From an optimization exercise on the open Yosys and OpenROAD flow, aimed at small area and a short achievable clock period; shortcuts taken in it are not production practice. Only simulation tests tie the RTL to the original design; equivalence was not proved. Power is estimated from default activity; no workload was simulated.

[config.mk]
export PLATFORM = sky130hd
export DESIGN_NAME = mips_pipeline
export DESIGN_NICKNAME = mips_pipeline
export VERILOG_FILES = /design/flow/design.v
export SDC_FILE = /design/flow/constraint.sdc
export NUM_CORES = 4
export LEC_CHECK = 0
export CAP_MARGIN = 20
export CORE_MARGIN = 2
export CORE_UTILIZATION = 40
export PLACE_DENSITY = 0.6
export SLEW_MARGIN = 20
[constraint.sdc]
create_clock -name core_clock -period 14.5 [get_ports {clk}]
set_input_delay 2.9000 -clock core_clock [delete_from_list [all_inputs] [get_ports {clk}]]
set_output_delay 2.9000 -clock core_clock [all_outputs]
set_load 0.01 [all_outputs]
[design.v]
`timescale 1ns/1ns
module FA( sum, cout, cin, bin, a, b );
	input cin, bin, a, b ;
	output sum, cout ;
	wire b1, w1, w2, w3, temp ;
	xor( b1, b, bin ) ;
	xor( w1, a, b1 ) ;
	xor( sum, w1, cin ) ;
	and( w2, a, b1 ) ;
	and( w3, w1, cin ) ;
	or ( temp, w2, w3 ) ;
	assign cout = temp ;
endmodule
`timescale 1ns/1ns
module ALU_slice( cout, sum, cin, sel, bin, a, b, less ) ;
	output cout, sum ;
	input cin, bin, a, b, less ;
	input[2:0] sel ;
	wire tempAdd, tempSub, tempOr, tempAnd, tempSlt ;
	parameter ADD = 3'b010;
	parameter SUB = 3'b110;
	parameter AND = 3'b000;
	parameter OR  = 3'b001;
	parameter SLT = 3'b111;
	and( tempAnd, a, b ) ;
	or( tempOr, a, b ) ;
	FA faAdd( .sum( tempAdd ), .cout( cout ), .cin( cin ), .bin( bin ), .a( a ), .b( b ) ) ;
	assign tempSub = tempAdd ;
	assign tempSlt = less ;
	assign sum = ( sel == AND ) ? tempAnd : 
				 ( sel == OR ) ? tempOr : 
				 ( sel == ADD ) ? tempAdd : 
				 ( sel == SUB ) ? tempSub : tempSlt ;
endmodule
`timescale 1ns/1ns
module ALU_slice31( set, cout, sum, cin, sel, bin, a, b, less ) ;
	output set, cout, sum ;
	input cin, bin, a, b, less ;
	input[2:0] sel ;
	wire tempAdd, tempSub, tempOr, tempAnd, tempSlt ;
	parameter ADD = 3'b010;
	parameter SUB = 3'b110;
	parameter AND = 3'b000;
	parameter OR  = 3'b001;
	parameter SLT = 3'b111;
	and( tempAnd, a, b ) ;
	or( tempOr, a, b ) ;
	FA faAdd( .sum( tempAdd ), .cout( cout ), .cin( cin ), .bin( bin ), .a( a ), .b( b ) ) ;
	assign tempSub = tempAdd ;
	assign tempSlt = less ;
	assign set = tempSub ;
	assign sum = ( sel == AND ) ? tempAnd : 
				 ( sel == OR ) ? tempOr : 
				 ( sel == ADD ) ? tempAdd : 
				 ( sel == SUB ) ? tempSub : tempSlt ;
endmodule
`timescale 1ns/1ns
module ALU( Signal, dataA, dataB, dataOut, reset, isZero );
	input reset ;
	input [31:0] dataA ;
	input [31:0] dataB ;
	input [2:0] Signal ;
	output isZero ;
	output [31:0] dataOut ;
	wire set, bin ;
	wire[31:0] c ;
	wire [31:0] temp ;
	parameter ADD = 3'b010;
	parameter SUB = 3'b110;
	parameter AND = 3'b000;
	parameter OR  = 3'b001;
	parameter SLT = 3'b111;
	assign bin = ( Signal == ADD ) ? 1'b0 : 1'b1 ;
	ALU_slice slice0( c[0], temp[0], bin, Signal, bin, dataA[0], dataB[0], set ) ;
	ALU_slice slice1( c[1], temp[1], c[0], Signal, bin, dataA[1], dataB[1], 1'b0 ) ;
	ALU_slice slice2( c[2], temp[2], c[1], Signal, bin, dataA[2], dataB[2], 1'b0 ) ;
	ALU_slice slice3( c[3], temp[3], c[2], Signal, bin, dataA[3], dataB[3], 1'b0 ) ;
	ALU_slice slice4( c[4], temp[4], c[3], Signal, bin, dataA[4], dataB[4], 1'b0 ) ;
	ALU_slice slice5( c[5], temp[5], c[4], Signal, bin, dataA[5], dataB[5], 1'b0 ) ;
	ALU_slice slice6( c[6], temp[6], c[5], Signal, bin, dataA[6], dataB[6], 1'b0 ) ;
	ALU_slice slice7( c[7], temp[7], c[6], Signal, bin, dataA[7], dataB[7], 1'b0 ) ;
	ALU_slice slice8( c[8], temp[8], c[7], Signal, bin, dataA[8], dataB[8], 1'b0 ) ;
	ALU_slice slice9( c[9], temp[9], c[8], Signal, bin, dataA[9], dataB[9], 1'b0 ) ;
	ALU_slice slice10( c[10], temp[10], c[9], Signal, bin, dataA[10], dataB[10], 1'b0 ) ;
	ALU_slice slice11( c[11], temp[11], c[10], Signal, bin, dataA[11], dataB[11], 1'b0 ) ;
	ALU_slice slice12( c[12], temp[12], c[11], Signal, bin, dataA[12], dataB[12], 1'b0 ) ;
	ALU_slice slice13( c[13], temp[13], c[12], Signal, bin, dataA[13], dataB[13], 1'b0 ) ;
	ALU_slice slice14( c[14], temp[14], c[13], Signal, bin, dataA[14], dataB[14], 1'b0 ) ;
	ALU_slice slice15( c[15], temp[15], c[14], Signal, bin, dataA[15], dataB[15], 1'b0 ) ;
	ALU_slice slice16( c[16], temp[16], c[15], Signal, bin, dataA[16], dataB[16], 1'b0 ) ;
	ALU_slice slice17( c[17], temp[17], c[16], Signal, bin, dataA[17], dataB[17], 1'b0 ) ;
	ALU_slice slice18( c[18], temp[18], c[17], Signal, bin, dataA[18], dataB[18], 1'b0 ) ;
	ALU_slice slice19( c[19], temp[19], c[18], Signal, bin, dataA[19], dataB[19], 1'b0 ) ;
	ALU_slice slice20( c[20], temp[20], c[19], Signal, bin, dataA[20], dataB[20], 1'b0 ) ;
	ALU_slice slice21( c[21], temp[21], c[20], Signal, bin, dataA[21], dataB[21], 1'b0 ) ;
	ALU_slice slice22( c[22], temp[22], c[21], Signal, bin, dataA[22], dataB[22], 1'b0 ) ;
	ALU_slice slice23( c[23], temp[23], c[22], Signal, bin, dataA[23], dataB[23], 1'b0 ) ;
	ALU_slice slice24( c[24], temp[24], c[23], Signal, bin, dataA[24], dataB[24], 1'b0 ) ;
	ALU_slice slice25( c[25], temp[25], c[24], Signal, bin, dataA[25], dataB[25], 1'b0 ) ;
	ALU_slice slice26( c[26], temp[26], c[25], Signal, bin, dataA[26], dataB[26], 1'b0 ) ;
	ALU_slice slice27( c[27], temp[27], c[26], Signal, bin, dataA[27], dataB[27], 1'b0 ) ;
	ALU_slice slice28( c[28], temp[28], c[27], Signal, bin, dataA[28], dataB[28], 1'b0 ) ;
	ALU_slice slice29( c[29], temp[29], c[28], Signal, bin, dataA[29], dataB[29], 1'b0 ) ;
	ALU_slice slice30( c[30], temp[30], c[29], Signal, bin, dataA[30], dataB[30], 1'b0 ) ;
	ALU_slice31 slice31( set, c[31], temp[31], c[30], Signal, bin, dataA[31], dataB[31], 1'b0 ) ;
	assign dataOut = ( reset ) ? 32'b0 : 
					 ( Signal == AND ) ? temp : 
					 ( Signal == OR ) ? temp : 
					 ( Signal == ADD ) ? temp : 
					 ( Signal == SUB ) ? temp : 
					 ( Signal == SLT ) ? temp : 32'b0 ;
	assign isZero = ( reset ) ? 1'b0 : ( temp == 32'b0 ) ? 1'b1 : 32'b0 ;
endmodule
`timescale 1ns/1ns
module alu_ctl(ALUOp, Funct, ALUOperation);
	input [1:0] ALUOp;
	input [5:0] Funct;
	output [2:0] ALUOperation;
	reg    [2:0] ALUOperation;
	parameter F_add = 6'd32;
	parameter F_sub = 6'd34;
	parameter F_and = 6'd36;
	parameter F_or  = 6'd37;
	parameter F_slt = 6'd42;
	parameter ALU_add = 3'b010 ;
	parameter ALU_sub = 3'b110 ;
	parameter ALU_and = 3'b000 ;
	parameter ALU_or  = 3'b001 ;
	parameter ALU_slt = 3'b111 ;
	always @( ALUOp or Funct ) begin
		if ( ALUOp == 2'b00 )
			ALUOperation = ALU_add ;
		else if ( ALUOp == 2'b01 )
			ALUOperation = ALU_sub ;
		else if ( ALUOp == 2'b10 ) begin
			if ( Funct == F_add )
				ALUOperation = ALU_add ;
			else if ( Funct == F_sub )
				ALUOperation = ALU_sub ;
			else if ( Funct == F_and )
				ALUOperation = ALU_and ;
			else if ( Funct == F_or )
				ALUOperation = ALU_or ;
			else if ( Funct == F_slt )
				ALUOperation = ALU_slt ;
			else
				ALUOperation = 3'b000 ;
		end
		else if ( ALUOp == 2'b11 )
			ALUOperation = ALU_or ;
		else
			ALUOperation = 3'b000 ;
	end
endmodule
`timescale 1ns/1ns
module Shifter( dataA, dataB, dataOut, reset );
	input reset ;
	input [31:0] dataA ;
	input [4:0] dataB ;
	output [31:0] dataOut ;
	wire [31:0] temp ;
	wire [31:0] floor1, floor2, floor3, floor4 ;
	wire [4:0] s ;
	assign s = dataB[4:0] ;
	ShifterMux mux0_0( floor1[0], dataA[0], dataA[1], s[0] ) ;
	ShifterMux mux1_0( floor1[1], dataA[1], dataA[2], s[0] ) ;
	ShifterMux mux2_0( floor1[2], dataA[2], dataA[3], s[0] ) ;
	ShifterMux mux3_0( floor1[3], dataA[3], dataA[4], s[0] ) ;
	ShifterMux mux4_0( floor1[4], dataA[4], dataA[5], s[0] ) ;
	ShifterMux mux5_0( floor1[5], dataA[5], dataA[6], s[0] ) ;
	ShifterMux mux6_0( floor1[6], dataA[6], dataA[7], s[0] ) ;
	ShifterMux mux7_0( floor1[7], dataA[7], dataA[8], s[0] ) ;
	ShifterMux mux8_0( floor1[8], dataA[8], dataA[9], s[0] ) ;
	ShifterMux mux9_0( floor1[9], dataA[9], dataA[10], s[0] ) ;
	ShifterMux mux10_0( floor1[10], dataA[10], dataA[11], s[0] ) ;
	ShifterMux mux11_0( floor1[11], dataA[11], dataA[12], s[0] ) ;
	ShifterMux mux12_0( floor1[12], dataA[12], dataA[13], s[0] ) ;
	ShifterMux mux13_0( floor1[13], dataA[13], dataA[14], s[0] ) ;
	ShifterMux mux14_0( floor1[14], dataA[14], dataA[15], s[0] ) ;
	ShifterMux mux15_0( floor1[15], dataA[15], dataA[16], s[0] ) ;
	ShifterMux mux16_0( floor1[16], dataA[16], dataA[17], s[0] ) ;
	ShifterMux mux17_0( floor1[17], dataA[17], dataA[18], s[0] ) ;
	ShifterMux mux18_0( floor1[18], dataA[18], dataA[19], s[0] ) ;
	ShifterMux mux19_0( floor1[19], dataA[19], dataA[20], s[0] ) ;
	ShifterMux mux20_0( floor1[20], dataA[20], dataA[21], s[0] ) ;
	ShifterMux mux21_0( floor1[21], dataA[21], dataA[22], s[0] ) ;
	ShifterMux mux22_0( floor1[22], dataA[22], dataA[23], s[0] ) ;
	ShifterMux mux23_0( floor1[23], dataA[23], dataA[24], s[0] ) ;
	ShifterMux mux24_0( floor1[24], dataA[24], dataA[25], s[0] ) ;
	ShifterMux mux25_0( floor1[25], dataA[25], dataA[26], s[0] ) ;
	ShifterMux mux26_0( floor1[26], dataA[26], dataA[27], s[0] ) ;
	ShifterMux mux27_0( floor1[27], dataA[27], dataA[28], s[0] ) ;
	ShifterMux mux28_0( floor1[28], dataA[28], dataA[29], s[0] ) ;
	ShifterMux mux29_0( floor1[29], dataA[29], dataA[30], s[0] ) ;
	ShifterMux mux30_0( floor1[30], dataA[30], dataA[31], s[0] ) ;
	ShifterMux mux31_0( floor1[31], dataA[31], 1'b0, s[0] ) ;
	ShifterMux mux0_1( floor2[0], floor1[0], floor1[2], s[1] ) ;
	ShifterMux mux1_1( floor2[1], floor1[1], floor1[3], s[1] ) ;
	ShifterMux mux2_1( floor2[2], floor1[2], floor1[4], s[1] ) ;
	ShifterMux mux3_1( floor2[3], floor1[3], floor1[5], s[1] ) ;
	ShifterMux mux4_1( floor2[4], floor1[4], floor1[6], s[1] ) ;
	ShifterMux mux5_1( floor2[5], floor1[5], floor1[7], s[1] ) ;
	ShifterMux mux6_1( floor2[6], floor1[6], floor1[8], s[1] ) ;
	ShifterMux mux7_1( floor2[7], floor1[7], floor1[9], s[1] ) ;
	ShifterMux mux8_1( floor2[8], floor1[8], floor1[10], s[1] ) ;
	ShifterMux mux9_1( floor2[9], floor1[9], floor1[11], s[1] ) ;
	ShifterMux mux10_1( floor2[10], floor1[10], floor1[12], s[1] ) ;
	ShifterMux mux11_1( floor2[11], floor1[11], floor1[13], s[1] ) ;
	ShifterMux mux12_1( floor2[12], floor1[12], floor1[14], s[1] ) ;
	ShifterMux mux13_1( floor2[13], floor1[13], floor1[15], s[1] ) ;
	ShifterMux mux14_1( floor2[14], floor1[14], floor1[16], s[1] ) ;
	ShifterMux mux15_1( floor2[15], floor1[15], floor1[17], s[1] ) ;
	ShifterMux mux16_1( floor2[16], floor1[16], floor1[18], s[1] ) ;
	ShifterMux mux17_1( floor2[17], floor1[17], floor1[19], s[1] ) ;
	ShifterMux mux18_1( floor2[18], floor1[18], floor1[20], s[1] ) ;
	ShifterMux mux19_1( floor2[19], floor1[19], floor1[21], s[1] ) ;
	ShifterMux mux20_1( floor2[20], floor1[20], floor1[22], s[1] ) ;
	ShifterMux mux21_1( floor2[21], floor1[21], floor1[23], s[1] ) ;
	ShifterMux mux22_1( floor2[22], floor1[22], floor1[24], s[1] ) ;
	ShifterMux mux23_1( floor2[23], floor1[23], floor1[25], s[1] ) ;
	ShifterMux mux24_1( floor2[24], floor1[24], floor1[26], s[1] ) ;
	ShifterMux mux25_1( floor2[25], floor1[25], floor1[27], s[1] ) ;
	ShifterMux mux26_1( floor2[26], floor1[26], floor1[28], s[1] ) ;
	ShifterMux mux27_1( floor2[27], floor1[27], floor1[29], s[1] ) ;
	ShifterMux mux28_1( floor2[28], floor1[28], floor1[30], s[1] ) ;
	ShifterMux mux29_1( floor2[29], floor1[29], floor1[31], s[1] ) ;
	ShifterMux mux30_1( floor2[30], floor1[30], 1'b0, s[1] ) ;
	ShifterMux mux31_1( floor2[31], floor1[31], 1'b0, s[1] ) ;
	ShifterMux mux0_2( floor3[0], floor2[0], floor2[4], s[2] ) ;
	ShifterMux mux1_2( floor3[1], floor2[1], floor2[5], s[2] ) ;
	ShifterMux mux2_2( floor3[2], floor2[2], floor2[6], s[2] ) ;
	ShifterMux mux3_2( floor3[3], floor2[3], floor2[7], s[2] ) ;
	ShifterMux mux4_2( floor3[4], floor2[4], floor2[8], s[2] ) ;
	ShifterMux mux5_2( floor3[5], floor2[5], floor2[9], s[2] ) ;
	ShifterMux mux6_2( floor3[6], floor2[6], floor2[10], s[2] ) ;
	ShifterMux mux7_2( floor3[7], floor2[7], floor2[11], s[2] ) ;
	ShifterMux mux8_2( floor3[8], floor2[8], floor2[12], s[2] ) ;
	ShifterMux mux9_2( floor3[9], floor2[9], floor2[13], s[2] ) ;
	ShifterMux mux10_2( floor3[10], floor2[10], floor2[14], s[2] ) ;
	ShifterMux mux11_2( floor3[11], floor2[11], floor2[15], s[2] ) ;
	ShifterMux mux12_2( floor3[12], floor2[12], floor2[16], s[2] ) ;
	ShifterMux mux13_2( floor3[13], floor2[13], floor2[17], s[2] ) ;
	ShifterMux mux14_2( floor3[14], floor2[14], floor2[18], s[2] ) ;
	ShifterMux mux15_2( floor3[15], floor2[15], floor2[19], s[2] ) ;
	ShifterMux mux16_2( floor3[16], floor2[16], floor2[20], s[2] ) ;
	ShifterMux mux17_2( floor3[17], floor2[17], floor2[21], s[2] ) ;
	ShifterMux mux18_2( floor3[18], floor2[18], floor2[22], s[2] ) ;
	ShifterMux mux19_2( floor3[19], floor2[19], floor2[23], s[2] ) ;
	ShifterMux mux20_2( floor3[20], floor2[20], floor2[24], s[2] ) ;
	ShifterMux mux21_2( floor3[21], floor2[21], floor2[25], s[2] ) ;
	ShifterMux mux22_2( floor3[22], floor2[22], floor2[26], s[2] ) ;
	ShifterMux mux23_2( floor3[23], floor2[23], floor2[27], s[2] ) ;
	ShifterMux mux24_2( floor3[24], floor2[24], floor2[28], s[2] ) ;
	ShifterMux mux25_2( floor3[25], floor2[25], floor2[29], s[2] ) ;
	ShifterMux mux26_2( floor3[26], floor2[26], floor2[30], s[2] ) ;
	ShifterMux mux27_2( floor3[27], floor2[27], floor2[31], s[2] ) ;
	ShifterMux mux28_2( floor3[28], floor2[28], 1'b0, s[2] ) ;
	ShifterMux mux29_2( floor3[29], floor2[29], 1'b0, s[2] ) ;
	ShifterMux mux30_2( floor3[30], floor2[30], 1'b0, s[2] ) ;
	ShifterMux mux31_2( floor3[31], floor2[31], 1'b0, s[2] ) ;
	ShifterMux mux0_3( floor4[0], floor3[0], floor3[8], s[3] ) ;
	ShifterMux mux1_3( floor4[1], floor3[1], floor3[9], s[3] ) ;
	ShifterMux mux2_3( floor4[2], floor3[2], floor3[10], s[3] ) ;
	ShifterMux mux3_3( floor4[3], floor3[3], floor3[11], s[3] ) ;
	ShifterMux mux4_3( floor4[4], floor3[4], floor3[12], s[3] ) ;
	ShifterMux mux5_3( floor4[5], floor3[5], floor3[13], s[3] ) ;
	ShifterMux mux6_3( floor4[6], floor3[6], floor3[14], s[3] ) ;
	ShifterMux mux7_3( floor4[7], floor3[7], floor3[15], s[3] ) ;
	ShifterMux mux8_3( floor4[8], floor3[8], floor3[16], s[3] ) ;
	ShifterMux mux9_3( floor4[9], floor3[9], floor3[17], s[3] ) ;
	ShifterMux mux10_3( floor4[10], floor3[10], floor3[18], s[3] ) ;
	ShifterMux mux11_3( floor4[11], floor3[11], floor3[19], s[3] ) ;
	ShifterMux mux12_3( floor4[12], floor3[12], floor3[20], s[3] ) ;
	ShifterMux mux13_3( floor4[13], floor3[13], floor3[21], s[3] ) ;
	ShifterMux mux14_3( floor4[14], floor3[14], floor3[22], s[3] ) ;
	ShifterMux mux15_3( floor4[15], floor3[15], floor3[23], s[3] ) ;
	ShifterMux mux16_3( floor4[16], floor3[16], floor3[24], s[3] ) ;
	ShifterMux mux17_3( floor4[17], floor3[17], floor3[25], s[3] ) ;
	ShifterMux mux18_3( floor4[18], floor3[18], floor3[26], s[3] ) ;
	ShifterMux mux19_3( floor4[19], floor3[19], floor3[27], s[3] ) ;
	ShifterMux mux20_3( floor4[20], floor3[20], floor3[28], s[3] ) ;
	ShifterMux mux21_3( floor4[21], floor3[21], floor3[29], s[3] ) ;
	ShifterMux mux22_3( floor4[22], floor3[22], floor3[30], s[3] ) ;
	ShifterMux mux23_3( floor4[23], floor3[23], floor3[31], s[3] ) ;
	ShifterMux mux24_3( floor4[24], floor3[24], 1'b0, s[3] ) ;
	ShifterMux mux25_3( floor4[25], floor3[25], 1'b0, s[3] ) ;
	ShifterMux mux26_3( floor4[26], floor3[26], 1'b0, s[3] ) ;
	ShifterMux mux27_3( floor4[27], floor3[27], 1'b0, s[3] ) ;
	ShifterMux mux28_3( floor4[28], floor3[28], 1'b0, s[3] ) ;
	ShifterMux mux29_3( floor4[29], floor3[29], 1'b0, s[3] ) ;
	ShifterMux mux30_3( floor4[30], floor3[30], 1'b0, s[3] ) ;
	ShifterMux mux31_3( floor4[31], floor3[31], 1'b0, s[3] ) ;
	ShifterMux mux0_4( temp[0], floor4[0], floor4[16], s[4] ) ;
	ShifterMux mux1_4( temp[1], floor4[1], floor4[17], s[4] ) ;
	ShifterMux mux2_4( temp[2], floor4[2], floor4[18], s[4] ) ;
	ShifterMux mux3_4( temp[3], floor4[3], floor4[19], s[4] ) ;
	ShifterMux mux4_4( temp[4], floor4[4], floor4[20], s[4] ) ;
	ShifterMux mux5_4( temp[5], floor4[5], floor4[21], s[4] ) ;
	ShifterMux mux6_4( temp[6], floor4[6], floor4[22], s[4] ) ;
	ShifterMux mux7_4( temp[7], floor4[7], floor4[23], s[4] ) ;
	ShifterMux mux8_4( temp[8], floor4[8], floor4[24], s[4] ) ;
	ShifterMux mux9_4( temp[9], floor4[9], floor4[25], s[4] ) ;
	ShifterMux mux10_4( temp[10], floor4[10], floor4[26], s[4] ) ;
	ShifterMux mux11_4( temp[11], floor4[11], floor4[27], s[4] ) ;
	ShifterMux mux12_4( temp[12], floor4[12], floor4[28], s[4] ) ;
	ShifterMux mux13_4( temp[13], floor4[13], floor4[29], s[4] ) ;
	ShifterMux mux14_4( temp[14], floor4[14], floor4[30], s[4] ) ;
	ShifterMux mux15_4( temp[15], floor4[15], floor4[31], s[4] ) ;
	ShifterMux mux16_4( temp[16], floor4[16], 1'b0, s[4] ) ;
	ShifterMux mux17_4( temp[17], floor4[17], 1'b0, s[4] ) ;
	ShifterMux mux18_4( temp[18], floor4[18], 1'b0, s[4] ) ;
	ShifterMux mux19_4( temp[19], floor4[19], 1'b0, s[4] ) ;
	ShifterMux mux20_4( temp[20], floor4[20], 1'b0, s[4] ) ;
	ShifterMux mux21_4( temp[21], floor4[21], 1'b0, s[4] ) ;
	ShifterMux mux22_4( temp[22], floor4[22], 1'b0, s[4] ) ;
	ShifterMux mux23_4( temp[23], floor4[23], 1'b0, s[4] ) ;
	ShifterMux mux24_4( temp[24], floor4[24], 1'b0, s[4] ) ;
	ShifterMux mux25_4( temp[25], floor4[25], 1'b0, s[4] ) ;
	ShifterMux mux26_4( temp[26], floor4[26], 1'b0, s[4] ) ;
	ShifterMux mux27_4( temp[27], floor4[27], 1'b0, s[4] ) ;
	ShifterMux mux28_4( temp[28], floor4[28], 1'b0, s[4] ) ;
	ShifterMux mux29_4( temp[29], floor4[29], 1'b0, s[4] ) ;
	ShifterMux mux30_4( temp[30], floor4[30], 1'b0, s[4] ) ;
	ShifterMux mux31_4( temp[31], floor4[31], 1'b0, s[4] ) ;
	assign dataOut = ( reset ) ? 32'b0 : temp ;
endmodule
`timescale 1ns/1ns
module ShifterMux( out, a, b, sel );
	output out ;
	input a, b, sel ;
	assign out = ( sel ) ? b : a ;
endmodule
`timescale 1ns/1ns
module add32(a, b, result);
  input [31:0] a, b;
  output [31:0] result;
  assign result = a + b;
endmodule
`timescale 1ns/1ns
module mux2( sel, a, b, y );
    input sel;
    input  [31:0] a, b;
    output [31:0] y;
    assign y = sel ? a : b ;
endmodule
`timescale 1ns/1ns
module mux2S5( sel, a, b, y );
    input sel;
    input  [4:0] a, b;
    output [4:0] y;
    assign y = sel ? a : b ;
endmodule
`timescale 1ns/1ns
module reg32 ( clk, rst, en_reg, d_in, d_out );
	input clk, rst, en_reg;
	input[31:0]	d_in;
	output[31:0] d_out;
	reg [31:0] d_out;
	always @( posedge clk ) begin
		if ( rst )
			d_out <= 32'b0;
		else if ( en_reg )
			d_out <= d_in;
	end
endmodule
`timescale 1ns/1ns
module sign_extend( immed_in, ext_immed_out );
	input[15:0] immed_in;
	output[31:0] ext_immed_out;
	assign ext_immed_out = { {16{immed_in[15]}}, immed_in };
endmodule
`timescale 1ns/1ns
module control_single( rst, allInstr, opcode, W, M, E, j, jr );
	input rst ;
	input[5:0] opcode;
	input [31:0] allInstr ;
	output j, jr ;
	output [4:0] W ;
	output [2:0] M ;
	output [4:0] E ;
	reg j, jr ;
	reg [4:0] W ;
	reg [2:0] M ;
	reg [4:0] E ;
	parameter R_FORMAT = 6'd0;
	parameter LW = 6'd35;
	parameter SW = 6'd43;
	parameter ORI = 6'd13 ;
	parameter BEQ = 6'd4;
	parameter J = 6'd2;
	always @( * ) begin
		if ( rst ) begin
			W = 5'b0 ;
			M = 3'b0 ;
			E = 5'b0 ;
			j = 1'b0 ;
			jr = 1'b0 ;
		end 
		if ( allInstr == 32'd0 ) begin
			W = 5'b0 ;
			M = 3'b0 ;
			E[3:0] = 4'b0 ;
			E[4] = 1'b0 ;
			j = 1'b0 ;
			jr = 1'b0 ;
		end
		else if ( opcode == R_FORMAT && allInstr[5:0] == 6'd2 ) begin
			W[0] = 1'b1 ;  
			W[1] = 1'b0 ;  
			W[2] = 1'b1 ;  
			W[3] = 1'b0 ;  
			W[4] = 1'b0 ;  
			M[0] = 1'b0 ;  
			M[1] = 1'b0 ;  
			M[2] = 1'b0 ;  
			E[0] = 1'b0 ;  
			E[1] = 1'b1 ;  
			E[3:2] = 2'b10 ;  
			E[4] = 1'b0 ;  
			j = 1'b0 ;
			jr = 1'b0 ;
		end
		else if ( opcode == R_FORMAT && allInstr[5:0] == 6'd27 ) begin
			W[0] = 1'b1 ;  
			W[1] = 1'b0 ;  
			W[2] = 1'b0 ;  
			W[3] = 1'b0 ;  
			W[4] = 1'b0 ;  
			M[0] = 1'b0 ;  
			M[1] = 1'b0 ;  
			M[2] = 1'b0 ;  
			E[0] = 1'b0 ;  
			E[1] = 1'b1 ;  
			E[3:2] = 2'b10 ;  
			E[4] = 1'b1 ;  
			j = 1'b0 ;
			jr = 1'b0 ;
		end
		else if ( opcode == R_FORMAT && allInstr[5:0] == 6'd16 ) begin
			W[0] = 1'b1 ;  
			W[1] = 1'b0 ;  
			W[2] = 1'b0 ;  
			W[3] = 1'b1 ;  
			W[4] = 1'b0 ;  
			M[0] = 1'b0 ;  
			M[1] = 1'b0 ;  
			M[2] = 1'b0 ;  
			E[0] = 1'b0 ;  
			E[1] = 1'b1 ;  
			E[3:2] = 2'b10 ;  
			E[4] = 1'b0 ;  
			j = 1'b0 ;
			jr = 1'b0 ;
		end
		else if ( opcode == R_FORMAT && allInstr[5:0] == 6'd18 ) begin
			W[0] = 1'b1 ;  
			W[1] = 1'b0 ;  
			W[2] = 1'b0 ;  
			W[3] = 1'b0 ;  
			W[4] = 1'b1 ;  
			M[0] = 1'b0 ;  
			M[1] = 1'b0 ;  
			M[2] = 1'b0 ;  
			E[0] = 1'b0 ;  
			E[1] = 1'b1 ;  
			E[3:2] = 2'b10 ;  
			E[4] = 1'b0 ;  
			j = 1'b0 ;
			jr = 1'b0 ;
		end
		else if ( opcode == R_FORMAT && allInstr[5:0] == 6'd8 ) begin
			W[0] = 1'b0 ;  
			W[1] = 1'b0 ;  
			W[2] = 1'b0 ;  
			W[3] = 1'b0 ;  
			W[4] = 1'b0 ;  
			M[0] = 1'b0 ;  
			M[1] = 1'b0 ;  
			M[2] = 1'b0 ;  
			E[0] = 1'b0 ;  
			E[1] = 1'b0 ;  
			E[3:2] = 2'b00 ;  
			E[4] = 1'b0 ;  
			j = 1'b0 ;
			jr = 1'b1 ;
		end
		else if ( opcode == R_FORMAT ) begin
			W[0] = 1'b1 ;  
			W[1] = 1'b0 ;  
			W[2] = 1'b0 ;  
			W[3] = 1'b0 ;  
			W[4] = 1'b0 ;  
			M[0] = 1'b0 ;  
			M[1] = 1'b0 ;  
			M[2] = 1'b0 ;  
			E[0] = 1'b0 ;  
			E[1] = 1'b1 ;  
			E[3:2] = 2'b10 ;  
			E[4] = 1'b0 ;  
			j = 1'b0 ;
			jr = 1'b0 ;
		end
		else if ( opcode == LW ) begin
			W[0] = 1'b1 ;  
			W[1] = 1'b1 ;  
			W[2] = 1'b0 ;  
			W[3] = 1'b0 ;  
			W[4] = 1'b0 ;  
			M[0] = 1'b0 ;  
			M[1] = 1'b0 ;  
			M[2] = 1'b1 ;  
			E[0] = 1'b1 ;  
			E[1] = 1'b0 ;  
			E[3:2] = 2'b00 ;  
			E[4] = 1'b0 ;  
			j = 1'b0 ;
			jr = 1'b0 ;
		end
		else if ( opcode == SW ) begin
			W[0] = 1'b0 ;  
			W[1] = 1'b0 ;  
			W[2] = 1'b0 ;  
			W[3] = 1'b0 ;  
			W[4] = 1'b0 ;  
			M[0] = 1'b0 ;  
			M[1] = 1'b1 ;  
			M[2] = 1'b0 ;  
			E[0] = 1'b1 ;  
			E[1] = 1'b0 ;  
			E[3:2] = 2'b00 ;  
			E[4] = 1'b0 ;  
			j = 1'b0 ;
			jr = 1'b0 ;
		end
		else if ( opcode == BEQ ) begin
			W[0] = 1'b0 ;  
			W[1] = 1'b0 ;  
			W[2] = 1'b0 ;  
			W[3] = 1'b0 ;  
			W[4] = 1'b0 ;  
			M[0] = 1'b1 ;  
			M[1] = 1'b0 ;  
			M[2] = 1'b0 ;  
			E[0] = 1'b0 ;  
			E[1] = 1'b0 ;  
			E[3:2] = 2'b01 ;  
			E[4] = 1'b0 ;  
			j = 1'b0 ;
			jr = 1'b0 ;
		end
		else if ( opcode == ORI ) begin
			W[0] = 1'b1 ;  
			W[1] = 1'b0 ;  
			W[2] = 1'b0 ;  
			W[3] = 1'b0 ;  
			W[4] = 1'b0 ;  
			M[0] = 1'b0 ;  
			M[1] = 1'b0 ;  
			M[2] = 1'b0 ;  
			E[0] = 1'b1 ;  
			E[1] = 1'b0 ;  
			E[3:2] = 2'b11 ;  
			E[4] = 1'b0 ;  
			j = 1'b0 ;
			jr = 1'b0 ;
		end
		else if ( opcode == J ) begin
			W[0] = 1'b0 ;  
			W[1] = 1'b0 ;  
			W[2] = 1'b0 ;  
			W[3] = 1'b0 ;  
			W[4] = 1'b0 ;  
			M[0] = 1'b0 ;  
			M[1] = 1'b0 ;  
			M[2] = 1'b0 ;  
			E[0] = 1'b0 ;  
			E[1] = 1'b0 ;  
			E[3:2] = 2'b00 ;  
			E[4] = 1'b0 ;  
			j = 1'b1 ;
			jr = 1'b0 ;
		end
		else begin
			W = 5'b0 ;
			M = 3'b0 ;
			E = 5'b0 ;
			j = 1'b0 ;
			jr = 1'b0 ;
		end
	end
endmodule
`timescale 1ns/1ns
module reg_file( clk, RegWrite, RN1, RN2, WN, WD, RD1, RD2 );
	input clk;
	input RegWrite;
	input[4:0] RN1, RN2, WN;
	input[31:0] WD;
	output[31:0] RD1, RD2;
	reg[31:0] RD1, RD2;
	reg[31:0] file_array[31:1];
	always @( * ) begin
		if ( RN1 == 0 )
			RD1 = 32'd0;
		else
			RD1 = file_array[RN1];
	end
	always @( * ) begin
		if ( RN2 == 0 )
			RD2 = 32'd0;
		else
			RD2 = file_array[RN2];
	end
	always @( posedge clk ) begin
		if ( RegWrite && (WN != 0) ) begin
			file_array[WN] <= WD;
		end
	end
endmodule
`timescale 1ns/1ns
module IF_ID_Reg ( clk, rst, enable, instructionIn, instructionOut, PC_4In, PC_4Out ) ;
	input clk, rst, enable ;
	input[31:0] instructionIn, PC_4In ;
	output[31:0] instructionOut, PC_4Out ;
	reg[31:0] T_instructionOut, T_PC_4Out ;
	always @( posedge clk ) begin
		if( rst ) begin
			T_PC_4Out <= 32'b0 ;
			T_instructionOut <= 32'b0 ;
		end
		else if ( enable ) begin
			T_PC_4Out <= PC_4In ;
			T_instructionOut <= instructionIn ;
		end
	end
	assign PC_4Out = T_PC_4Out ;
	assign instructionOut = T_instructionOut ;
endmodule
`timescale 1ns/1ns
module ID_EX_Reg ( clk, rst, enable, Win, Wout, Min, Mout, Ein,
				   ALUSrc, RegDst, divd, ALUOp, PC4In, PC4Out, 
				   RF_RD1In, RF_RD1Out, RF_RD2In, RF_RD2Out, 
				   extendIn, extendOut, rtIn, rtOut, rdIn, rdOut,
				   shamtIn, shamtOut, funcIn, funcOut ) ;
	input clk, rst, enable ;
	input [4:0] Win ;
	input [2:0] Min ;
	input [4:0] Ein ;
	input [31:0] PC4In, RF_RD1In, RF_RD2In ;
	input [31:0] extendIn ;
	input [4:0] rtIn, rdIn, shamtIn ;
	input [5:0] funcIn ;
	output ALUSrc, RegDst, divd ;
	output [1:0] ALUOp ;
	output [4:0] Wout ;
	output [2:0] Mout ;
	output [31:0] PC4Out, RF_RD1Out, RF_RD2Out ;
	output [31:0] extendOut ;
	output [4:0] rtOut, rdOut, shamtOut ;
	output [5:0] funcOut ;
	reg T_ALUSrc, T_RegDst, T_divdTemp ;
	reg [1:0] T_ALUOp ;
	reg [4:0] T_Wout ;
	reg [2:0] T_Mout ;
	reg [31:0] T_PC4Out, T_RF_RD1Out, T_RF_RD2Out ;
	reg [31:0] T_extendOut ;
	reg [4:0] T_rtOut, T_rdOut, T_shamtOut ;
	reg [5:0] T_funcOut ;
	always @( posedge clk ) begin
		if ( rst ) begin
			T_ALUSrc <= 1'b0 ;
			T_RegDst <= 1'b0 ;
			T_divdTemp <= 1'b0 ;
			T_Wout <= 5'b0 ;
			T_ALUOp <= 2'b0 ;
			T_Mout <= 3'b0 ;
			T_PC4Out <= 1'b0 ;
			T_RF_RD1Out <= 32'b0 ;
			T_RF_RD2Out <= 32'b0 ;
			T_extendOut <= 32'b0 ;
			T_rtOut <= 5'b0 ;
			T_rdOut <= 5'b0 ;
			T_shamtOut <= 5'b0 ;
			T_funcOut <= 6'b0 ;
		end
		else if ( enable ) begin
			T_ALUSrc <= Ein[0] ;
			T_RegDst <= Ein[1] ;
			T_ALUOp <= Ein[3:2] ;
			T_divdTemp <= Ein[4] ;
			T_Wout <= Win ;
			T_Mout <= Min ;
			T_PC4Out <= PC4In ;
			T_RF_RD1Out <= RF_RD1In ;
			T_RF_RD2Out <= RF_RD2In ;
			T_extendOut <= extendIn ;
			T_rtOut <= rtIn ;
			T_rdOut <= rdIn ;
			T_shamtOut <= shamtIn ;
			T_funcOut <= funcIn ;
		end
	end
	assign ALUSrc = T_ALUSrc ;
	assign RegDst = T_RegDst ;
	assign ALUOp = T_ALUOp ;
	assign divdTemp = T_divdTemp ;
	assign Wout = T_Wout ;
	assign Mout = T_Mout ;
	assign PC4Out = T_PC4Out ;
	assign RF_RD1Out = T_RF_RD1Out ;
	assign RF_RD2Out = T_RF_RD2Out ;
	assign extendOut = T_extendOut ;
	assign rtOut = T_rtOut ;
	assign rdOut = T_rdOut ;
	assign shamtOut = T_shamtOut ;
	assign funcOut = T_funcOut ;
	assign divd = divdTemp ;
endmodule
`timescale 1ns/1ns
module EX_MEM_Reg ( clk, rst, enable, Win, Min, Wout, isBranch,
					shiftIn, shiftOut, branchPCIn, branchPCOut,
					divdIn, divdOut, ALUIn, ALUOut, openHiLoIn, openHiLoOut,
					RD2In, RD2Out, zeroIn, zeroOut, 
					rtOrRdIn, rtOrRdOut, memWrite, memRead ) ;
	input clk, rst, enable, openHiLoIn ;
	input [4:0] Win ;
	input [2:0] Min ;
	input [31:0] branchPCIn, ALUIn, RD2In, shiftIn ;
	input [63:0] divdIn ;
	input zeroIn ;
	input [4:0] rtOrRdIn ;
	output isBranch, memWrite, memRead, openHiLoOut ;
	output [4:0] Wout ;
	output [31:0] branchPCOut, ALUOut, RD2Out, shiftOut ;
	output [63:0] divdOut ;
	output zeroOut ;
	output [4:0] rtOrRdOut ;
	reg T_isBranch, T_memWrite, T_memRead, T_openHiLoOut ;
	reg [4:0] T_Wout ;
	reg [31:0] T_branchPCOut, T_ALUOut, T_RD2Out, T_shiftOut ;
	reg [63:0] T_divdOut ;
	reg T_zeroOut ;
	reg [4:0] T_rtOrRdOut ;
	always @( posedge clk ) begin
		if ( rst ) begin
			T_isBranch <= 1'b0 ;
			T_memWrite <= 1'b0 ;
			T_memRead <= 1'b0 ;
			T_openHiLoOut <= 1'b0 ;
			T_Wout <= 5'b0 ;
			T_branchPCOut <= 32'b0 ;
			T_divdOut <= 64'b0 ;
			T_shiftOut <= 32'b0 ;
			T_ALUOut <= 32'b0 ;
			T_RD2Out <= 32'b0 ;
			T_zeroOut <= 1'b0 ;
			T_rtOrRdOut <= 5'b0 ;
		end
		else if ( enable ) begin
			T_isBranch <= Min[0] ;
			T_memWrite <= Min[1] ;
			T_memRead <= Min[2] ;
			T_openHiLoOut <= openHiLoIn ;
			T_Wout <= Win ;
			T_branchPCOut <= branchPCIn ;
			T_divdOut <= divdIn ;
			T_shiftOut <= shiftIn ;
			T_ALUOut <= ALUIn ;
			T_RD2Out <= RD2In ;
			T_zeroOut <= zeroIn ;
			T_rtOrRdOut <= rtOrRdIn ;
		end
	end
	assign isBranch = T_isBranch ;
	assign memWrite = T_memWrite ;
	assign memRead = T_memRead ;
	assign openHiLoOut = T_openHiLoOut ;
	assign Wout = T_Wout ;
	assign branchPCOut = T_branchPCOut ;
	assign divdOut = T_divdOut ;
	assign shiftOut = T_shiftOut ;
	assign ALUOut = T_ALUOut ;
	assign RD2Out = T_RD2Out ;
	assign zeroOut = T_zeroOut ;
	assign rtOrRdOut = T_rtOrRdOut ;
endmodule
`timescale 1ns/1ns
module MEM_WB_Reg ( clk, rst, enable, Win, RegWrite, MemToReg, ALUIn, 
				   shiftIn, shiftOut, shift, mfhi, mflo, openHiLoIn, openHiLoOut, 
				   divdIn, divdOut, ALUOut, memDataIn, memDataOut, rtOrRdIn, rtOrRdOut ) ;
	input clk, rst, enable, openHiLoIn ;
	input [4:0] Win ;
	input [31:0] ALUIn, memDataIn, shiftIn ;
	input [63:0] divdIn ;
	input [4:0] rtOrRdIn ;
	output RegWrite, MemToReg, shift, mfhi, mflo, openHiLoOut ;
	output [31:0] ALUOut, memDataOut, shiftOut ;
	output [63:0] divdOut ;
	output [4:0] rtOrRdOut ;
	reg T_RegWrite, T_MemToReg, T_shift, T_mfhi, T_mflo, T_openHiLoOut ;
	reg [31:0] T_ALUOut, T_memDataOut, T_shiftOut ;
	reg [63:0] T_divdOut ;
	reg [4:0] T_rtOrRdOut ;
	always @( posedge clk ) begin
		if ( rst ) begin
			T_RegWrite <= 1'b0 ;
			T_MemToReg <= 1'b0 ;
			T_shift <= 1'b0 ;
			T_mfhi <= 1'b0 ;
			T_mflo <= 1'b0 ;
			T_openHiLoOut <= 1'b0 ;
			T_divdOut <= 64'b0 ;
			T_ALUOut <= 32'b0 ;
			T_memDataOut <= 32'b0 ;
			T_shiftOut <= 32'b0 ;
			T_rtOrRdOut <= 5'b0 ;
		end
		else if ( enable ) begin
			T_RegWrite <= Win[0] ;
			T_MemToReg <= Win[1] ;
			T_shift <= Win[2] ;
			T_mfhi <= Win[3] ;
			T_mflo <= Win[4] ;
			T_openHiLoOut <= openHiLoIn ;
			T_divdOut <= divdIn ;
			T_ALUOut <= ALUIn ;
			T_shiftOut <= shiftIn ;
			T_memDataOut <= memDataIn ;
			T_rtOrRdOut <= rtOrRdIn ;
		end
	end
	assign RegWrite = T_RegWrite ;
	assign MemToReg = T_MemToReg ;
	assign shift = T_shift ;
	assign mfhi = T_mfhi ;
	assign mflo = T_mflo ;
	assign openHiLoOut = T_openHiLoOut ;
	assign divdOut = T_divdOut ;
	assign ALUOut = T_ALUOut ;
	assign shiftOut = T_shiftOut ;
	assign memDataOut = T_memDataOut ;
	assign rtOrRdOut = T_rtOrRdOut ;
endmodule
`timescale 1ns/1ns
module DivControl( clk, reset, Signal, SignaltoDIV, openHiLo, give );
	input clk, reset ;
	input Signal ;
	output [5:0] SignaltoDIV ;
	output openHiLo, give ;
	reg [5:0] counter ;
	reg active ;
	parameter DIVU= 6'b011011;
	parameter OUT= 6'b111111;
	always@( posedge clk ) begin
		if ( reset ) begin
			active <= 1'b0 ;
			counter <= 6'd0 ;
		end
		else if ( Signal ) begin
			active <= 1'b1 ;
			counter <= 6'd0 ;
		end
		else if ( active ) begin
			counter <= counter + 6'd1 ;
			if ( counter == 6'd34 )
				active <= 1'b0 ;
		end
	end
	assign give = Signal ;
	assign SignaltoDIV = ( !active ) ? 6'd0 :
						 ( counter < 6'd33 ) ? DIVU :
						 ( counter == 6'd33 ) ? OUT : 6'd0 ;
	assign openHiLo = active && ( counter == 6'd34 ) ;
endmodule
`timescale 1ns/1ns
module Divider( clk, dataA, dataB, Signal, dataOut, reset, enable );
	input clk, enable ;
	input reset ;
	input [31:0] dataA ;
	input [31:0] dataB ;
	input [5:0] Signal ;
	output [63:0] dataOut ;
	reg [63:0] temp ;
	reg [63:0] divisor ;
	reg [63:0] rem ;
	reg [31:0] quo ;
	parameter DIVU = 6'b011011;
	parameter OUT = 6'b111111;
	always@( posedge clk ) begin
		if ( reset ) begin
			temp = 64'b0 ;
			divisor = 64'b0 ;
			rem = 64'b0 ;
			quo = 32'b0 ;
		end
		else if ( enable ) begin
			divisor[31:0] = 32'b0 ;
			rem[63:32] = 32'b0 ;
			quo = 32'b0 ;
			rem[31:0] = dataA ;
			divisor[63:32] = dataB ;
		end
		else if ( Signal == DIVU && !enable ) begin
			if ( rem < divisor ) begin
				quo = quo << 1'b1 ;
				quo[0] = 1'b0 ;
			end
			else begin
				rem = rem - divisor ;
				quo = quo << 1'b1 ;
				quo[0] = 1'b1 ;
			end
			divisor = divisor >> 1'b1 ;
		end
		else if ( Signal == OUT ) begin
			temp[63:32] = quo ;
			temp[31:0] = rem ;
		end
	end
	assign dataOut = temp ;
endmodule
`timescale 1ns/1ns
module HiLo( clk, DivAns, HiOut, LoOut, reset, enable );
	input clk ;
	input reset, enable ;
	input [63:0] DivAns ;
	output [31:0] HiOut ;
	output [31:0] LoOut ;
	reg [63:0] HiLo ;
	always@( posedge clk ) begin
		if ( reset )
			HiLo <= 64'b0 ;
		else if ( enable )
			HiLo <= DivAns ;
	end
	assign LoOut = HiLo[63:32] ;
	assign HiOut = HiLo[31:0] ;
endmodule
`timescale 1ns/1ns
module mips_pipeline( clk, rst, pc_enable, imem_addr, imem_rdata,
					  dmem_addr, dmem_wdata, dmem_we, dmem_rdata );
	input clk, rst, pc_enable ;
	output [31:0] imem_addr ;
	input [31:0] imem_rdata ;
	output [31:0] dmem_addr, dmem_wdata ;
	output dmem_we ;
	input [31:0] dmem_rdata ;
	wire [31:0] instrctionReg, instructionOut;
	wire EX_openHiLoIn, MEM_openHiLoIn, MEM_openHiLoOut, startDivd ;
	wire [4:0] ID_WIn, EX_WIn, MEM_WIn ;
	wire [2:0] ID_MIn, EX_MIn ;
	wire [4:0] ID_EIn ;
	wire [5:0] opcode, ID_functIn, ID_funcOut, sigToDivd ;
	wire [4:0] rs, ID_rtIn, ID_rdIn, ID_shamtIn, ID_shamtOut ;
	wire [15:0] immed;
	wire [31:0] ID_extend_immedIn, ID_extend_immedOut, b_offset;
	wire [25:0] jumpoffset;
	wire [4:0]  ID_rtOut, ID_rdOut, EX_rtOrRdIn, EX_rtOrRdOut, MEM_rtOrRdOut ;
	wire [31:0] EX_shiftIn, MEM_shiftIn, MEM_shiftOut ;
	wire [31:0] ID_rfile_rd1In, ID_rfile_rd1Out, ID_rfile_rd2In,
				ID_rfile_rd2Out, EX_rfile_rd2Out, mToR, sToR, hiToLo, rfile_wd, alu_b, alu_a, EX_aluIn,
				EX_aluOut, MEM_aluOut, EX_b_tgtIn, EX_b_tgtOut, pc_next, bOut, jOut,
				pc, pc_incrReg, pc_incrOut, MEM_dmem_rdataIn, MEM_dmem_rdataOut,
				jump_addr, branch_addr, ID_PCOut, hiOut, loOut ;
	wire [63:0] EX_divdIn, MEM_divdIn, MEM_divdOut ;
	wire RegWrite, EX_BranchOut, PCSrc, RegDst, memtoReg, divd, mfhi, mflo,
		 MemRead, MemWrite, ALUSrc, EX_ZeroIn, EX_ZeroOut, Jump, JumpR, ifShift ;
	wire [1:0] ALUOp;
	wire [2:0] Operation;
	reg32 PC( .clk(clk), .rst(rst), .en_reg(pc_enable), .d_in(pc_next), .d_out(pc) );
	add32 PCADD( .a(pc), .b(32'd4), .result(pc_incrReg) );
	assign imem_addr = pc ;
	assign instrctionReg = imem_rdata ;
	IF_ID_Reg IF_ID( .clk(clk), .rst(rst), .enable(1'b1), .instructionIn(instrctionReg),
					 .instructionOut(instructionOut), .PC_4In(pc_incrReg), .PC_4Out(pc_incrOut) ) ;
	assign opcode = instructionOut[31:26];
	assign rs = instructionOut[25:21];
	assign ID_rtIn = instructionOut[20:16];
	assign ID_rdIn = instructionOut[15:11];
	assign ID_shamtIn = instructionOut[10:6];
	assign ID_functIn = instructionOut[5:0];
	assign immed = instructionOut[15:0];
	assign jumpoffset = instructionOut[25:0];
	assign jump_addr = { pc_incrOut[31:28], jumpoffset, 2'b00 };
	control_single ctrl( .rst(rst), .allInstr(instructionOut), .opcode(opcode), 
						 .W(ID_WIn), .M(ID_MIn), .E(ID_EIn), .j(Jump), .jr(JumpR) ) ;
	reg_file RegFile( .clk(clk), .RegWrite(RegWrite), .RN1(rs), .RN2(ID_rtIn), .WN(MEM_rtOrRdOut),
					  .WD(rfile_wd), .RD1(ID_rfile_rd1In), .RD2(ID_rfile_rd2In) );
	sign_extend SignExt( immed, ID_extend_immedIn );
	ID_EX_Reg ID_EX( .clk(clk), .rst(rst), .enable(1'b1), .Win(ID_WIn),
					 .Wout(EX_WIn), .Min(ID_MIn), .Mout(EX_MIn), .Ein(ID_EIn),
					 .ALUSrc(ALUSrc), .RegDst(RegDst), .divd(divd), .ALUOp(ALUOp),
					 .PC4In(pc_incrOut), .PC4Out(ID_PCOut), .RF_RD1In(ID_rfile_rd1In),
					 .RF_RD1Out(ID_rfile_rd1Out), .RF_RD2In(ID_rfile_rd2In),
					 .RF_RD2Out(ID_rfile_rd2Out), .extendIn(ID_extend_immedIn),
					 .extendOut(ID_extend_immedOut), .rtIn(ID_rtIn), .rtOut(ID_rtOut), .rdIn(ID_rdIn),
					 .rdOut(ID_rdOut), .shamtIn(ID_shamtIn), .shamtOut(ID_shamtOut),
					 .funcIn(ID_functIn), .funcOut(ID_funcOut) ) ;
	DivControl divControl( .clk(clk), .reset(rst), .Signal(divd), .SignaltoDIV(sigToDivd), .openHiLo(EX_openHiLoIn), .give(startDivd) ) ;
	Divider divder( .clk(clk), .dataA(ID_rfile_rd1Out), 
					.dataB(ID_rfile_rd2Out), .Signal(sigToDivd), .dataOut(EX_divdIn), .reset(rst), .enable(startDivd) ) ;
	assign b_offset = ID_extend_immedOut << 2 ;
	Shifter shift( .dataA(ID_rfile_rd2Out), .dataB(ID_shamtOut), .dataOut(EX_shiftIn), .reset(rst) ) ;
	add32 BRADD( .a(ID_PCOut), .b(b_offset), .result(EX_b_tgtIn) );
	mux2 ALUBMux( .sel(ALUSrc), .a(ID_extend_immedOut), .b(ID_rfile_rd2Out), .y(alu_b) ) ;
	alu_ctl ALUContol( .ALUOp(ALUOp), .Funct(ID_funcOut), .ALUOperation(Operation) ) ;
	ALU alu( .Signal(Operation), .dataA(ID_rfile_rd1Out), .dataB(alu_b),
			 .dataOut(EX_aluIn), .reset(rst), .isZero(EX_ZeroIn) );
	mux2S5 regDest( .sel(RegDst), .a(ID_rdOut), .b(ID_rtOut), .y(EX_rtOrRdIn) ) ;
	EX_MEM_Reg EX_MEM( .clk(clk), .rst(rst), .enable(1'b1), .Win(EX_WIn),
					   .Min(EX_MIn), .Wout(MEM_WIn), .isBranch(EX_BranchOut),
					   .shiftIn(EX_shiftIn), .shiftOut(MEM_shiftIn),
					   .branchPCIn(EX_b_tgtIn), .branchPCOut(EX_b_tgtOut), .divdIn(EX_divdIn), 
					   .divdOut(MEM_divdIn), .ALUIn(EX_aluIn), .ALUOut(EX_aluOut), 
					   .openHiLoIn(EX_openHiLoIn), .openHiLoOut(MEM_openHiLoIn), .RD2In(ID_rfile_rd2Out),
					   .RD2Out(EX_rfile_rd2Out), .zeroIn(EX_ZeroIn), .zeroOut(EX_ZeroOut),
					   .rtOrRdIn(EX_rtOrRdIn), .rtOrRdOut(EX_rtOrRdOut),
					   .memWrite(MemWrite), .memRead(MemRead) ) ;
	and BR_AND( PCSrc, EX_BranchOut, EX_ZeroOut );
	mux2 PCMux( .sel(PCSrc), .a(EX_b_tgtOut), .b(pc_incrReg), .y(bOut) ) ;  
	mux2 J( .sel(Jump), .a(jump_addr), .b(bOut), .y(jOut) ) ;  
	mux2 JR( .sel(JumpR), .a(ID_rfile_rd1In), .b(jOut), .y(pc_next) ) ;  
	assign dmem_addr = EX_aluOut ;
	assign dmem_wdata = EX_rfile_rd2Out ;
	assign dmem_we = MemWrite ;
	assign MEM_dmem_rdataIn = ( MemRead ) ? dmem_rdata : 32'd0 ;
	MEM_WB_Reg MEM_WB( .clk(clk), .rst(rst), .enable(1'b1), .Win(MEM_WIn),
					   .RegWrite(RegWrite), .MemToReg(memtoReg), .ALUIn(EX_aluOut),
					   .shiftIn(MEM_shiftIn), .shiftOut(MEM_shiftOut), .shift(ifShift),
					   .mfhi(mfhi), .mflo(mflo), .openHiLoIn(MEM_openHiLoIn), .openHiLoOut(MEM_openHiLoOut),
					   .divdIn(MEM_divdIn), .divdOut(MEM_divdOut), .ALUOut(MEM_aluOut), .memDataIn(MEM_dmem_rdataIn),
					   .memDataOut(MEM_dmem_rdataOut), .rtOrRdIn(EX_rtOrRdOut), .rtOrRdOut(MEM_rtOrRdOut) ) ;
	HiLo HiLo_reg( .clk(clk), .DivAns(MEM_divdOut), .HiOut(hiOut), .LoOut(loOut), .reset(rst), .enable(MEM_openHiLoOut) ) ;
	mux2 memToRegMux( .sel(memtoReg), .a(MEM_dmem_rdataOut), .b(MEM_aluOut), .y(mToR) ) ;
	mux2 shiftToRegMux( .sel(ifShift), .a(MEM_shiftOut), .b(mToR), .y(sToR) ) ;
	mux2 hiMux( .sel(mfhi), .a(hiOut), .b(sToR), .y(hiToLo) ) ;
	mux2 loMux( .sel(mflo), .a(loOut), .b(hiToLo), .y(rfile_wd) ) ;
endmodule
[run.sh]
#!/bin/bash
# synth_recipe.tcl (not shown) runs the flow's synth.tcl, then flattens the netlist and writes it again
# the make line also repeats each setting of config.mk as NAME=value (left out here)
make -C /OpenROAD-flow-scripts/flow DESIGN_CONFIG=/design/flow/config.mk WORK_HOME=/design/flow/orfs CLKGATE_MAP_FILE= SYNTH_SCRIPT=/design/flow/synth_recipe.tcl finish
==> results.txt <==
The pin slew with the least headroom to its limit came out at 1240 ps. The DRC violation count after routing came out at 0. The H-tree generated during clock tree synthesis spans 4 levels. After floorplanning, the core was sized to cover 207000 um^2. The number of warning messages in the yosys log came out at 12. The horizontal die dimension is 461 um.

The post-detailed-route via-to-cell ratio came out at 5.85. In this run the mean area of a mapped cell was 13.1 um^2. For this design, the sink count on the clock tree is 1889.

The endpoint of the worst register-to-register path is EX_MEM.T_zeroOut$_SDFF_PP0_. The number of I/O port buffers is 163. The dominant cell type by area after synthesis is sky130_fd_sc_hd__edfxtp_1. Across every metal layer, demand over resource in global routing totals 0.255. The number of max-slew violations in the final report is 0. The total overflow reported by the global router is 0. The number of global-route vias before repair is 54.3k. After floorplanning, the core was divided into 167 placement rows. The setup check on the worst reg-to-reg path leaves a slack of 480 ps. The maximum clock insertion buffer count is 3. The initial antenna violation count was 12.

From synthesis to final layout, the design area changed by 14.3%. The cell area after placement is 88900 um^2. The number of endpoints with negative hold slack in the final report came out at 0. For the worst-skew pair, the clock arrives at the later sink with an insertion delay of 870 ps. The leading register cell type out of synthesis is sky130_fd_sc_hd__edfxtp_1. Measured against its own limit, the worst slew margin works out to 0.148. The share of layout cells above drive strength 1 came out at 0.182.

The top-level port count is 164. Dividing total power by cell area gives a power density of 126 nW/um^2. The number of buffers created by CTS came out at 196. The routed wire length is 274000 um.

For the worst setup path, the data required time is 15300 ps. The worst slack after detailed placement came out at -558 ps. Among the stages of the critical path, the cell type that occurs most often is sky130_fd_sc_hd__fa_2. The tightest min-delay check is of the reg2reg type. The estimated wirelength of the detail-placed design is 178000 um. After synthesis, the cell types taking the most area are sky130_fd_sc_hd__edfxtp_1, sky130_fd_sc_hd__dfxtp_1, sky130_fd_sc_hd__mux4_2, sky130_fd_sc_hd__mux2i_1, sky130_fd_sc_hd__a21oi_1.

The critical hold path startpoint is EX_MEM.T_divdOut[63]$_SDFF_PP0_. The number of max-cap violations is 0. STA classifies the critical path startpoint as a flip-flop. The number of cell instances on the worst register-to-register path is 43. The share of Yosys cell area claimed by the top area cell type is 0.357. The vertical die dimension is 461 um. The initial utilization of the core area, before any placement, comes to 0.403. The number of synthesized register bits came out at 1889. The TritonCTS clock tree is done. The root buffer cell chosen for the clock tree is sky130_fd_sc_hd__clkbuf_16.

Of all nets on the critical path, the largest fanout is 3. The maximum number of pins on one net before global-route repair came out at 183. The cell with the largest stage delay on the worst path is sky130_fd_sc_hd__fa_1. The number of unique standard cell types used by synthesis is 77. The flow ran to the end and the layout has no timing, DRC or antenna violations.

The first-pass GRT wire length came out at 391000 um. Routability-driven placement finished with a final weighted congestion of 0.938. Across the routed clock network, the largest skew measured is 89.8 ps.

Setup repair after global routing left no endpoint under its margin. In this run the static leakage power is 32.2 nW. Counting flops with a built-in enable in the synthesized netlist gives 992. In the finished design, the share of the clock period the worst path needs comes to 0.967.

The setup path with the least slack is of type reg2reg. In the final routed layout, each cell accounts on average for 29.0 um. The detailed router finished its first iteration with 6067 violations. The end-of-flow core utilization is 0.461. Ranked by flip-flop count, first place goes to RegFile.file_array.

The setup slack after layout came out at 482 ps. The detailed-router iteration count before antenna repair came out at 6. The clock period minus final worst setup slack came out at 14020 ps.

The post-synthesis net count came out at 6596. The final hold slack came out at 405 ps. The worst register-to-register path begins at ID_EX.T_funcOut[4]$_SDFF_PP0_. The area of the die is 213000 um^2. The share of the Yosys chip area taken by registers is 0.571. After clock tree synthesis, the clock-pin slew on the worst setup and hold paths is 60 ps. The final standard cell area without fillers came out at 95500 um^2.

In this run the remaining antenna-violating nets after routing total 0. The cell count after synthesis is 6399. The top achievable clock speed is 0.0713 GHz. The data arrival time at the worst-slack endpoint is 14820 ps.

The worst hold path terminates at MEM_WB.T_divdOut[63]$_SDFF_PP0_. The total via count after detailed routing came out at 55.4k. Setup violations remaining at the end of the flow were counted as 0. The share of async-settable or async-resettable flops after synthesis is 0.

Buffers inserted to repair hold after CTS numbered 0. In this run the cell area of the synthesized design comes to 83600 um^2. The final layout net count came out at 6692. The worst-case IR drop observed on VDD is 0.126 mV. The register with the most flip-flops in the layout has 992 of them. Counting instances, the worst hold path has a depth of 1. The category of the worst setup path capture point is a flip-flop.

The largest single stage delay on the critical path is 430 ps.
[routing by layer]
layer / vias to the layer above / part of all wire / track usage
met1: 28389 / 0.41 / 0.346
met5: - / 0.00015 / 0
met3: 492 / 0.078 / 0.0423
li1: 24021 / - / -
met4: 6 / 0.047 / 0.113
met2: 2452 / 0.47 / 0.404
[report_power, final]
group,internal (mW),switching [mW]
clock,2.92,2.19
sequential,5.75,0.112
combinational,0.418,0.643
total,9.09,2.95
[Yosys cell counts, types with 6 or more instances]
cell	number
sky130_fd_sc_hd__fa_1	32
sky130_fd_sc_hd__a211oi_1	52
sky130_fd_sc_hd__nand2_1	523
sky130_fd_sc_hd__clkbuf_1	316
sky130_fd_sc_hd__mux2i_1	270
sky130_fd_sc_hd__a21boi_0	6
sky130_fd_sc_hd__o31ai_1	6
sky130_fd_sc_hd__nand4_1	26
sky130_fd_sc_hd__nor2b_1	335
sky130_fd_sc_hd__and3_1	13
sky130_fd_sc_hd__o22ai_1	10
sky130_fd_sc_hd__o211ai_1	8
sky130_fd_sc_hd__a221oi_1	14
sky130_fd_sc_hd__nor4_1	22
sky130_fd_sc_hd__a21oi_1	514
sky130_fd_sc_hd__xor2_1	74
sky130_fd_sc_hd__xnor2_1	70
sky130_fd_sc_hd__nor2_1	623
sky130_fd_sc_hd__inv_1	117
sky130_fd_sc_hd__nor3_1	38
sky130_fd_sc_hd__buf_2	10
sky130_fd_sc_hd__a222oi_1	18
sky130_fd_sc_hd__a21o_1	48
sky130_fd_sc_hd__or3_1	11
sky130_fd_sc_hd__a221o_1	16
sky130_fd_sc_hd__o21ai_0	199
sky130_fd_sc_hd__o221ai_1	20
sky130_fd_sc_hd__nand3b_1	10
sky130_fd_sc_hd__o2bb2ai_1	10
sky130_fd_sc_hd__nand3_1	64
sky130_fd_sc_hd__or2_2	9
sky130_fd_sc_hd__mux2_2	10
sky130_fd_sc_hd__a22oi_1	13
sky130_fd_sc_hd__ha_1	98
sky130_fd_sc_hd__mux4_2	596
sky130_fd_sc_hd__o21a_1	18
sky130_fd_sc_hd__nand2b_1	17
sky130_fd_sc_hd__buf_1	100
sky130_fd_sc_hd__and2_1	68
sky130_fd_sc_hd__a31oi_1	12
sky130_fd_sc_hd__edfxtp_1	992
sky130_fd_sc_hd__o21bai_1	14
sky130_fd_sc_hd__dfxtp_1	897
[critical path, delay by kind of cell (launching register included)]
kind,cells,cell delay [ps]
AOI/OAI and AO/OA,2,540
xor gates and xnor gates,4,500
and+or+nand+nor,5,870
adders and majority gates,30,11540
buffers and inverters,2,160
DFF,1,310
[cells by family (layout without fill, tap and decap cells)]
group	after synthesis	in the layout	synth area share
flops	1889	1889	0.571
fa+ha+maj	130	130	0.0223
xor+xnor	144	144	0.0151
buf+inv	549	811	0.0251
mux	876	876	0.194
compound gates	1027	1027	0.0732
other cells	0	7	0
simple gates	1784	1784	0.0985
[layout by cell type, fill, tap and decap left out, types with 164 or more instances in the layout]
master / Yosys / final
sky130_fd_sc_hd__nor2_1: 623 / 591
sky130_fd_sc_hd__edfxtp_1: 992 / 992
sky130_fd_sc_hd__nand2_1: 523 / 521
sky130_fd_sc_hd__clkbuf_16: 0 / 197
sky130_fd_sc_hd__o21ai_0: 199 / 164
sky130_fd_sc_hd__a21oi_1: 514 / 513
sky130_fd_sc_hd__mux4_2: 596 / 596
sky130_fd_sc_hd__nor2b_1: 335 / 334
sky130_fd_sc_hd__mux2i_1: 270 / 266
sky130_fd_sc_hd__dfxtp_1: 897 / 880
[stage by stage]
step	total power, mW	cells	setup TNS (ps)
detailed placement	7.01	9084	-952
finish	12.0	9456	0
global route	12.4	9453	0
floorplan	6.51	6399	0
global placement	7.01	9084	-1370
CTS	12.1	9448	0
[worst max-delay path by stage]
stage	start	slack (ps)	endpoint
2_1_floorplan	ID_EX.T_ALUSrc$_SDFF_PP0_	7	EX_MEM.T_zeroOut$_SDFF_PP0_
3_3_place_gp	ID_EX.T_funcOut[4]$_SDFF_PP0_	-710	EX_MEM.T_zeroOut$_SDFF_PP0_
3_5_place_dp	ID_EX.T_funcOut[4]$_SDFF_PP0_	-560	EX_MEM.T_zeroOut$_SDFF_PP0_
4_1_cts	ID_EX.T_funcOut[4]$_SDFF_PP0_	20	EX_MEM.T_zeroOut$_SDFF_PP0_
5_1_grt	ID_EX.T_funcOut[4]$_SDFF_PP0_	60	EX_MEM.T_zeroOut$_SDFF_PP0_
6_report	ID_EX.T_funcOut[4]$_SDFF_PP0_	480	EX_MEM.T_zeroOut$_SDFF_PP0_
[what timing repair did]
action,in CTS,in global routing
endpoints found under the setup margin,3,3
pin swaps,4,4
setup buffers,0,1
gates resized for setup,14,6
[layout make-up]
cell class | instances | area, um^2
clock inverter | 90 | 1070
inverter | 119 | 447
tap | 2788 | 3490
multi-input combinational | 3961 | 34300
fill | 18415 | 112000
antenna | 7 | 17.5
sequential | 1889 | 47800
timing repair buffer | 328 | 2920
clock buffer | 274 | 5450

-- static timing again, ports no longer ideal --
Ports are ideal in the flow. The routed layout listed here was re-timed in OpenROAD.
Step 1, drivers: a clkbuf_16 drives clk and a buf_2 each remaining input, both assumed.
Step 2 adds t to the input delays and takes it off the output delays; t is the mean of the earliest and latest rising clock arrival at the registers after step 1. Input paths then give back, and output paths get back, about the clock's delay inside the block.
Three values: no drivers, after step 1, after step 2; two values: the first two.
shift t [ns]: 0.927
setup WS [ns]: 0.482 / 0.482 / 0.482
worst slew at a driven data input, ns: 0.09
pins driven straight from the clock port: 1
After both steps this run still meets setup and hold. For this run, drivers alone change the setup slack by 0.000 ns; drivers and shift together by 0.000 ns.
